Background: an optimization exercise with open tools, aiming at small area, a short achievable clock period and few clock cycles per item. Do not read the settings as production practice. Where RTL was checked, it was by simulation tests only, not by an equivalence proof against the original.

Setup of run 1:
## lcm
module lcm#(
parameter DATA_W = 16)
(
input [DATA_W-1:0] A,
input [DATA_W-1:0] B,
input 			vld_in,
input			rst_n,
input 			clk,
output	wire	[DATA_W*2-1:0] 	lcm_out,
output	wire 	[DATA_W-1:0]	mcd_out,
output	reg					vld_out
);
export LEC_CHECK = 0
export ABC_AREA = 1
export CAP_MARGIN = 20
export CORE_MARGIN = 2
export CORE_UTILIZATION = 40
export CTS_BUF_LIST = sky130_fd_sc_hd__clkbuf_4 sky130_fd_sc_hd__clkbuf_8
export PLACE_DENSITY = 0.8
export SLEW_MARGIN = 20
create_clock -name core_clock -period 100.0 [get_ports {clk}]
standard.sh (not shown) runs the stock make flow with config.mk's settings and CLKGATE_MAP_FILE= SYNTH_SCRIPT=/design/flow/synth_recipe.tcl, a recipe that flattens the netlist after the stock synthesis.
==> flow/flow/run.sh <==
#!/bin/bash
# Own layout flow: the standard flow (standard.sh) with two changes:
#  1. synthesis maps the logic with ABC's area mapper (amap, script
#     flow/abc_area_map.script) instead of ORFS's abc_area.script; every other
#     synthesis step, the registers and their names are the standard flow's own
#     (synth_recipe.tcl is used unchanged, with the abc command wrapped);
#  2. the port buffers are plain buf_1 cells (buffer_ports would pick
#     clkdlybuf4s50_1, which is bigger and slower).
# Each tool's output goes to a log in this folder (and ORFS's own logs under
# orfs/logs).
set -euo pipefail
here=$(pwd)
scr="$here/flow/abc_area_map.script"
{
  cat <<EOT
proc abc {args} {
  set i [lsearch -exact \$args -script]
  if {\$i >= 0} { lset args [expr {\$i + 1}] {$scr} }
  yosys abc {*}\$args
}
EOT
  cat synth_recipe.tcl
} > my_synth.tcl
sed "s#SYNTH_SCRIPT=[^ ]*#SYNTH_SCRIPT=$here/my_synth.tcl#" standard.sh > my_standard.sh
grep -q "SYNTH_SCRIPT=$here/my_synth.tcl" my_standard.sh
export BUFFER_PORTS_ARGS="-buffer_cell sky130_fd_sc_hd__buf_1"
bash my_standard.sh > flow.log 2>&1
==> flow/flow/abc_area_map.script <==
strash
dch
amap
topo
stime -c
buffer -c
upsize -c
dnsize -c
Testbench counts of run 1, summed over its fixed seeds: cycles 10,955, items 1,600.
--- input diff run 1..run 2 ---
- PLACE_DENSITY no longer set, was 0.8
- CTS_BUF_LIST no longer set, was sky130_fd_sc_hd__clkbuf_4 sky130_fd_sc_hd__clkbuf_8
-- flow/flow/abc_area_map.script --
<<< run 1, line 2
>>> run 2, line 2
dc2
==> summary.txt <==
Lower multi-input logic portion of the cell area among run 1 and run 2: run 2
HPWL reported at the end of detailed placement, run 2 vs run 1: up by a little under 10%
Run 2 completed end to end with timing, DRC and antenna clean.
Delta (run 2 minus run 1): final critical delay including setup and external delays up 0.74 ns, setup slack down 0.74 ns.
#### Input delta (run 3 over run 2)
- setting CTS_BUF_LIST to sky130_fd_sc_hd__clkbuf_4 sky130_fd_sc_hd__clkbuf_8 for the first time
- changing CORE_UTILIZATION from 40 to 55
- setting PLACE_DENSITY to 0.75 for the first time
-- flow/flow/abc_area_map.script --
<<< run 2, line 2
dc2
>>> run 3, line 2
Results
Run 3 ended up with v[10] as its launch point of the worst path; run 2 ended up with v[0]. Summary of run 3 over run 2: maximum frequency higher; hold slack higher; wire length lower; final-stage net count lower. For area enclosed by the die boundary, dividing the value from run 3 by the value from run 2 gives 0.73. Worst path required time (higher): run 2. The worst setup slack of run 3 exceeds that of run 2 by 0.86 ns.
Input-level comparison between run 4 and run 3:
- changing CTS_BUF_LIST from sky130_fd_sc_hd__clkbuf_4 sky130_fd_sc_hd__clkbuf_8 to sky130_fd_sc_hd__clkbuf_8
- changing CORE_UTILIZATION from 55 to 40
- removing PLACE_DENSITY (formerly 0.75)
Findings:
- Count of nets after finishing essentially unchanged between run 4 and run 3.
- Relative to run 3, total wire length after detailed routing has increased by 2.0 mm in run 4.
- Compared with run 3, run 4 shows a lower met1 track demand over resource in global routing.

---

Setup of run A:
lcm again, from the RTL that the note above started with.
==> flow/config.mk <==
export PLATFORM = sky130hd
export DESIGN_NAME = lcm
export DESIGN_NICKNAME = lcm
export VERILOG_FILES = /design/flow/design.v
export SDC_FILE = /design/flow/constraint.sdc
export NUM_CORES = 4
export LEC_CHECK = 0
export ABC_AREA = 1
export CAP_MARGIN = 20
export CORE_MARGIN = 2
export CORE_UTILIZATION = 40
export CTS_BUF_LIST = sky130_fd_sc_hd__clkbuf_4 sky130_fd_sc_hd__clkbuf_8
export SLEW_MARGIN = 20
==> flow/constraint.sdc <==
create_clock -name core_clock -period 100.0 [get_ports {clk}]
set_input_delay 20.0000 -clock core_clock [delete_from_list [all_inputs] [get_ports {clk}]]
set_output_delay 20.0000 -clock core_clock [all_outputs]
set_load 0.01 [all_outputs]
==> flow/flow/abc_area_map.script <==
strash
dch -f
amap
topo
stime -c
buffer -c
upsize -c
dnsize -c
Scripts as last shown in full above: flow/flow/run.sh
Run A: full flow OK, the timing, design-rule and antenna checks passed
Testbench counts of run A, summed over its fixed seeds: cycles 10,955, items 1,600.
Here is what was changed in the inputs of run B compared with run A.
==> flow/flow/abc_area_map.script <==
strash
ifraig
scorr
dc2
strash
dch -f
amap -m
topo
stime -c
buffer -c
upsize -c
dnsize -c
[summary]
Both conditions hold for run B: the flow ran to the end and the final layout passed the timing, design-rule and antenna checks.
Per the comparison of run B with run A, worst path setup slack after routing now larger, average vias per placed instance decreased by 2.9% relative to the old numbers, maximum frequency held steady, share of the core filled with cells picked up an extra 0.88 points.
Modified inputs, run C compared to run B
Settings: a deleted CTS_BUF_LIST that had been sky130_fd_sc_hd__clkbuf_4 sky130_fd_sc_hd__clkbuf_8; a change of CORE_UTILIZATION from 40 to 65.
==> flow/flow/abc_area_map.script <==
strash
dch
amap
topo
stime -c
buffer -c
upsize -c
dnsize -c
[summary]
Run C: final setup skew 0.011 ns below run B. The cell depth of the worst hold path of run C is lower than that of run B. Run C: fraction of layout instances using a drive strength above 1 3.2 points below run B. Run C: global-route usage 12 points above run B. Of run B and run C, the run reporting the lower post-route minimum period was run C.
Input changes introduced in run D (baseline for comparison: run C):
Settings: SLEW_MARGIN now 0, was 20; CTS_BUF_LIST now sky130_fd_sc_hd__clkbuf_4 sky130_fd_sc_hd__clkbuf_8, previously not set; CORE_UTILIZATION now 40, was 65; CAP_MARGIN now 0, was 20.
## What came out
The lower hold slack of run D and run C is in run C. Row cell count: run D higher / run C lower. Chip height in run D vs run C: up 27%. Run D — post-route minimum period 0.14 ns higher, run C as reference. Between run D and run C, wire length the detailed router placed on met1 is higher for run D, run C comes in under that. Worst setup slack was lower in run D than in run C. Run D against run C: combined area of all synthesized cells held steady. Comparing run D with run C, the fraction of the cycle the final worst path needs came out essentially unchanged.

---

Setup of the baseline:
lcm, a different RTL version from the one above (not shown whole).
Size in the first run: about 1,200 cells after synthesis, roughly 98 flip-flops, ~9200 sq um of cells after synthesis.
==> flow/design.v (excerpt) <==
module lcm#(
parameter DATA_W = 16)
(
input [DATA_W-1:0] A,
input [DATA_W-1:0] B,
input 			vld_in,
input			rst_n,
input 			clk,
output	wire	[DATA_W*2-1:0] 	lcm_out,
output	wire 	[DATA_W-1:0]	mcd_out,
output	reg					vld_out
);
Settings: LEC_CHECK=0, ABC_AREA=1, CAP_MARGIN=20, CORE_MARGIN=2, CORE_UTILIZATION=40, SLEW_MARGIN=20; clock period 100.0 ns.
==> flow/flow/run.sh <==
#!/bin/bash
# Own layout flow: the standard flow (standard.sh) with three changes:
#  1. synthesis maps the logic with ABC's area mapper (amap, script
#     flow/abc_area_map.script) instead of ORFS's abc_area.script; every other
#     synthesis step, the registers and their names are the standard flow's own
#     (synth_recipe.tcl is used unchanged, with the abc command wrapped);
#  2. the port buffers are plain buf_1 cells (buffer_ports would pick
#     clkdlybuf4s50_1, which is bigger and slower);
#  3. before the resizer's repair_design (ORFS's PRE_RESIZE_TCL hook) a
#     fanout limit is set (flow/fanout.tcl), so high-fanout nets get buffer
#     trees.
# Each tool's output goes to a log in this folder (and ORFS's own logs under
# orfs/logs).
set -euo pipefail
here=$(pwd)
scr="$here/flow/abc_area_map.script"
{
  cat <<EOT
proc abc {args} {
  set i [lsearch -exact \$args -script]
  if {\$i >= 0} { lset args [expr {\$i + 1}] {$scr} }
  yosys abc {*}\$args
}
EOT
  cat synth_recipe.tcl
} > my_synth.tcl
sed "s#SYNTH_SCRIPT=[^ ]*#SYNTH_SCRIPT=$here/my_synth.tcl#" standard.sh > my_standard.sh
grep -q "SYNTH_SCRIPT=$here/my_synth.tcl" my_standard.sh
export PRE_RESIZE_TCL="$here/flow/fanout.tcl"
export BUFFER_PORTS_ARGS="-buffer_cell sky130_fd_sc_hd__buf_1"
bash my_standard.sh > flow.log 2>&1
==> flow/flow/abc_area_map.script <==
strash
dch
amap
topo
stime -c
buffer -c
upsize -c
dnsize -c
==> flow/flow/fanout.tcl <==
# Limit fanout while the resizer buffers nets, so that high-fanout nets
# (the load select from vld_in in particular) get a buffer tree, and keep
# the resizer off the slow delay buffers.
set_dont_use [get_lib_cells */sky130_fd_sc_hd__clkdlybuf*]
set_dont_use [get_lib_cells */sky130_fd_sc_hd__dlygate*]
set_dont_use [get_lib_cells */sky130_fd_sc_hd__dlymetal*]
set_max_fanout 12 [current_design]
Every stage of the flow completed for the baseline, and the final layout passed the timing, design-rule and antenna checks.
Input changes introduced in the candidate (baseline for comparison: the baseline):
diff --git a/flow/flow/run.sh b/flow/flow/run.sh
--- a/flow/flow/run.sh
+++ b/flow/flow/run.sh
@@ -1,3 +1,3 @@
 #!/bin/bash
-# Own layout flow: the standard flow (standard.sh) with three changes:
+# Own layout flow: the standard flow (standard.sh) with two changes:
 #  1. synthesis maps the logic with ABC's area mapper (amap, script
@@ -7,6 +7,3 @@
 #  2. the port buffers are plain buf_1 cells (buffer_ports would pick
-#     clkdlybuf4s50_1, which is bigger and slower);
-#  3. before the resizer's repair_design (ORFS's PRE_RESIZE_TCL hook) a
-#     fanout limit is set (flow/fanout.tcl), so high-fanout nets get buffer
-#     trees.
+#     clkdlybuf4s50_1, which is bigger and slower).
 # Each tool's output goes to a log in this folder (and ORFS's own logs under
@@ -28,3 +25,2 @@
 grep -q "SYNTH_SCRIPT=$here/my_synth.tcl" my_standard.sh
-export PRE_RESIZE_TCL="$here/flow/fanout.tcl"
 export BUFFER_PORTS_ARGS="-buffer_cell sky130_fd_sc_hd__buf_1"
removed: flow/flow/fanout.tcl
==> summary.txt <==
Where fmax is concerned, the baseline is outperformed by the candidate. Share of synthesized cell area in and, or, nand and nor gates came out exactly the same in the candidate and the baseline.
No functional check of the RTL was part of any run of this note.

---

try-pepper:
RTL: one of the versions met above, not the one the previous note started from.
For scale: ~1200 cells after synthesis, roughly 84 I/O pins.
==> flow/config.mk <==
export PLATFORM = sky130hd
export DESIGN_NAME = lcm
export DESIGN_NICKNAME = lcm
export VERILOG_FILES = /design/flow/design.v
export SDC_FILE = /design/flow/constraint.sdc
export NUM_CORES = 4
export LEC_CHECK = 0
export ABC_AREA = 1
export CAP_MARGIN = 20
export CORE_MARGIN = 2
export CORE_UTILIZATION = 40
export CTS_BUF_LIST = sky130_fd_sc_hd__clkbuf_4 sky130_fd_sc_hd__clkbuf_8
export SLEW_MARGIN = 20
==> flow/constraint.sdc <==
create_clock -name core_clock -period 100.0 [get_ports {clk}]
set_input_delay 20.0000 -clock core_clock [delete_from_list [all_inputs] [get_ports {clk}]]
set_output_delay 20.0000 -clock core_clock [all_outputs]
set_load 0.01 [all_outputs]
==> flow/flow/run.sh <==
#!/bin/bash
# Own layout flow: the standard flow (standard.sh) with two changes:
#  1. synthesis maps the logic with ABC's area mapper (amap, script
#     flow/abc_area_map.script) instead of ORFS's abc_area.script; every other
#     synthesis step, the registers and their names are the standard flow's own
#     (synth_recipe.tcl is used unchanged, with the abc command wrapped);
#  2. the port buffers are plain buf_1 cells (buffer_ports would pick
#     clkdlybuf4s50_1, which is bigger and slower).
# Each tool's output goes to a log in this folder (and ORFS's own logs under
# orfs/logs).
set -euo pipefail
here=$(pwd)
scr="$here/flow/abc_area_map.script"
{
  cat <<EOT
proc abc {args} {
  set i [lsearch -exact \$args -script]
  if {\$i >= 0} { lset args [expr {\$i + 1}] {$scr} }
  yosys abc {*}\$args
}
EOT
  cat synth_recipe.tcl
} > my_synth.tcl
sed "s#SYNTH_SCRIPT=[^ ]*#SYNTH_SCRIPT=$here/my_synth.tcl#" standard.sh > my_standard.sh
grep -q "SYNTH_SCRIPT=$here/my_synth.tcl" my_standard.sh
export BUFFER_PORTS_ARGS="-buffer_cell sky130_fd_sc_hd__buf_1"
bash my_standard.sh > flow.log 2>&1
Scripts as last shown in full above: flow/flow/abc_area_map.script
Testbench counts of try-pepper, summed over its fixed seeds: cycles 10,955, items 1,600.
[inputs] try-sierra vs try-pepper
- removing CTS_BUF_LIST (formerly sky130_fd_sc_hd__clkbuf_4 sky130_fd_sc_hd__clkbuf_8)
==> flow/flow/abc_area_map.script <==
strash
dch
amap
topo
==> comparison <==
- The higher basic-gate share of the synthesized area counting and, or, nand and nor cells came out of try-sierra.
- [compare] base=try-pepper new=try-sierra: initial antenna violation count held steady; total routing resource utilization after global routing rose by 0.42 points; met1 track demand over resource in global routing fell 2.2 points.
- Looking at worst hold slack across all endpoints across both flows, try-sierra is the weaker of the two, with try-pepper ahead.
Modified inputs, try-xenon compared to try-sierra
==> flow/flow/abc_area_map.script <==
strash
dch
amap
topo
stime -c
buffer -c
upsize -c
dnsize -c
Findings:
Synthesized cell count sits higher in try-xenon than in try-sierra.
try-xenon against try-sierra: number of distinct library cells after synthesis +36%; post-layout instance area +0.44%; aggregate routed wire length +about 2.8%; number of buffers inserted during clock tree synthesis ~0 delta; die height +2.4%.

---

== v27 ==
Another version of the RTL of lcm (not shown whole).
For scale: roughly 1,400 cells after synthesis, roughly 98 flip-flops, about 11,000 sq um of cells after synthesis.
clock: 100.0 ns
lec_check: 0
cap_margin: 20
core_margin: 2
core_utilization: 40
slew_margin: 20
==> flow/flow/run.sh <==
#!/bin/bash
# The standard layout, with plain buf_1 cells as the port buffers
# (by default buffer_ports picks clkdlybuf4s50_1, which is bigger and slower).
set -o pipefail
export BUFFER_PORTS_ARGS="-buffer_cell sky130_fd_sc_hd__buf_1"
bash standard.sh > standard.log 2>&1
Testbench counts of v27, summed over its fixed seeds: cycles 11,369, items 1,600.
--- input diff v27..v1 ---
Settings: ABC_AREA: unset -> 1.
==> flow/flow/run.sh <==
#!/bin/bash
# Own layout flow: the standard flow (standard.sh) with two changes:
#  1. synthesis maps the logic with ABC's area mapper (amap, script
#     flow/abc_area_map.script) instead of ORFS's abc_area.script; every other
#     synthesis step, the registers and their names are the standard flow's own
#     (synth_recipe.tcl is used unchanged, with the abc command wrapped);
#  2. the port buffers are plain buf_1 cells (buffer_ports would pick
#     clkdlybuf4s50_1, which is bigger and slower);
#  3. before the resizer's repair_design (ORFS's PRE_RESIZE_TCL hook) a
#     fanout limit is set (flow/fanout.tcl), so high-fanout nets get buffer
#     trees.
# Each tool's output goes to a log in this folder (and ORFS's own logs under
# orfs/logs).
set -euo pipefail
here=$(pwd)
scr="$here/flow/abc_area_map.script"
{
  cat <<EOT
proc abc {args} {
  set i [lsearch -exact \$args -script]
  if {\$i >= 0} { lset args [expr {\$i + 1}] {$scr} }
  yosys abc {*}\$args
}
EOT
  cat synth_recipe.tcl
} > my_synth.tcl
sed "s#SYNTH_SCRIPT=[^ ]*#SYNTH_SCRIPT=$here/my_synth.tcl#" standard.sh > my_standard.sh
grep -q "SYNTH_SCRIPT=$here/my_synth.tcl" my_standard.sh
export PRE_RESIZE_TCL="$here/flow/fanout.tcl"
export BUFFER_PORTS_ARGS="-buffer_cell sky130_fd_sc_hd__buf_1"
bash my_standard.sh > flow.log 2>&1
==> flow/flow/abc_area_map.script (new file) <==
strash
dch
amap
topo
stime -c
buffer -c
upsize -c
dnsize -c
==> flow/flow/fanout.tcl (new file) <==
# Limit fanout while the resizer buffers nets, so that high-fanout nets
# (the load select from vld_in in particular) get a buffer tree.
set_max_fanout 12 [current_design]
[summary]
In the reports for v27 and v1, the smaller utilization of the core after routing belongs to v27. v1 vs. v27: slack of the critical path lower, fraction of area in multi-input gates lower, routability congestion estimate lower, post-synthesis cell type count lower.
#### Input delta (v13 over v1)
==> flow/flow/run.sh <==
#!/bin/bash
# The standard layout, with plain buf_1 cells as the port buffers
# (by default buffer_ports picks clkdlybuf4s50_1, which is bigger and slower).
set -o pipefail
export BUFFER_PORTS_ARGS="-buffer_cell sky130_fd_sc_hd__buf_1"
bash standard.sh > standard.log 2>&1
removed: flow/flow/abc_area_map.script
removed: flow/flow/fanout.tcl
[summary]
v13 vs v1: arithmetic-cell share of the synthesized area counting full adders, half adders and majority gates down
v13 ends up with a global-route usage over all layers that is 0.37 points lower than in v1.
sky130_fd_sc_hd__nand2_1 as the most common cell after layout, fill and taps aside was reported by v13, and sky130_fd_sc_hd__o22ai_1 by v1.
Relative to v1, the fmax measured on v13 has increased by more than 10%.
v1 -> v13: area after synthesis increased by more than 10%
The classification of the worst setup path comes out input port to flop in one run and flop to flop in the other, namely in v13 and v1 respectively.
| critical path depth | v13 vs v1 | 81 lower |
Per the comparison of v13 with v1, die outline height moved up.
The lower global-route track usage on met2 came out of v13.
Total vias in the final route: v13 worse than v1
### v13 -> v49
Settings: SLEW_MARGIN changed from 20 to 60; ABC_AREA removed (was 1).
==> summary.txt <==
- Compared to v13, the routing of v49 uses less wire.
- Taking v13 over v49, the synthesized cell count ratio works out to 1.3.
- Relative to v13, cell depth of the worst setup path has decreased by 2 in v49.
- Delta (v49 minus v13): relative area of non-clock buffer cells in the final design saw an increase, post-synthesis net count saw a decrease, half-perimeter wire length after detailed placement saw a decrease.
- In v49 the worst hold-check slack turned out 6.5 ps higher than in v13.

-- what the ideal ports hide --
No port has a modelled driver above. Below, the same layouts with a new extraction and two added sets of constraints. Step 1 sets driving cells, clkbuf_16 on the clock port and buf_2 on the other inputs (assumed; they add their load-dependent delay and slew). Step 2 moves the port delays by t, midway between the first and last clock arrival at a register: inputs arrive t later, outputs are due t later. That takes back most of the time a late clock gives input paths. Slacks: ideal / step 1 / step 2; pairs: ideal / step 1.
run | t, ns | setup slack, ns | worst setup path at the end
run 1 | 0.440 | 78.846 / 78.804 / 79.244 | register to output
run 2 | 0.400 | 78.109 / 78.109 / 78.109 | register to register
run 3 | 0.436 | 78.974 / 78.935 / 79.372 | register to output
run 4 | 0.432 | 78.911 / 78.868 / 79.301 | register to output
run A | 0.424 | 78.914 / 78.871 / 79.097 | register to register
run B | 0.436 | 78.924 / 78.879 / 79.231 | register to register
run C | 0.400 | 79.053 / 79.005 / 79.198 | register to register
run D | 0.432 | 78.911 / 78.868 / 79.301 | register to output
the baseline | 0.403 | 76.753 / 76.779 / 76.375 | input to register
the candidate | 0.387 | 78.206 / 78.230 / 77.843 | input to register
try-pepper | 0.432 | 78.911 / 78.868 / 79.301 | register to output
try-sierra | 0.406 | 78.883 / 78.883 / 78.883 | register to register
try-xenon | 0.406 | 78.951 / 78.903 / 79.310 | register to output
v27 | 0.412 | 77.651 / 77.680 / 77.268 | input to register
v1 | 0.410 | 73.883 / 73.883 / 73.883 | register to register
v13 | 0.414 | 78.819 / 78.838 / 78.424 | input to register
v49 | 0.411 | 78.243 / 78.271 / 77.860 | input to register
After both steps every run listed still meets setup and hold. The setup slack of v13, which loses most, moves by +0.019 ns with the drivers and by -0.395 ns with both steps.
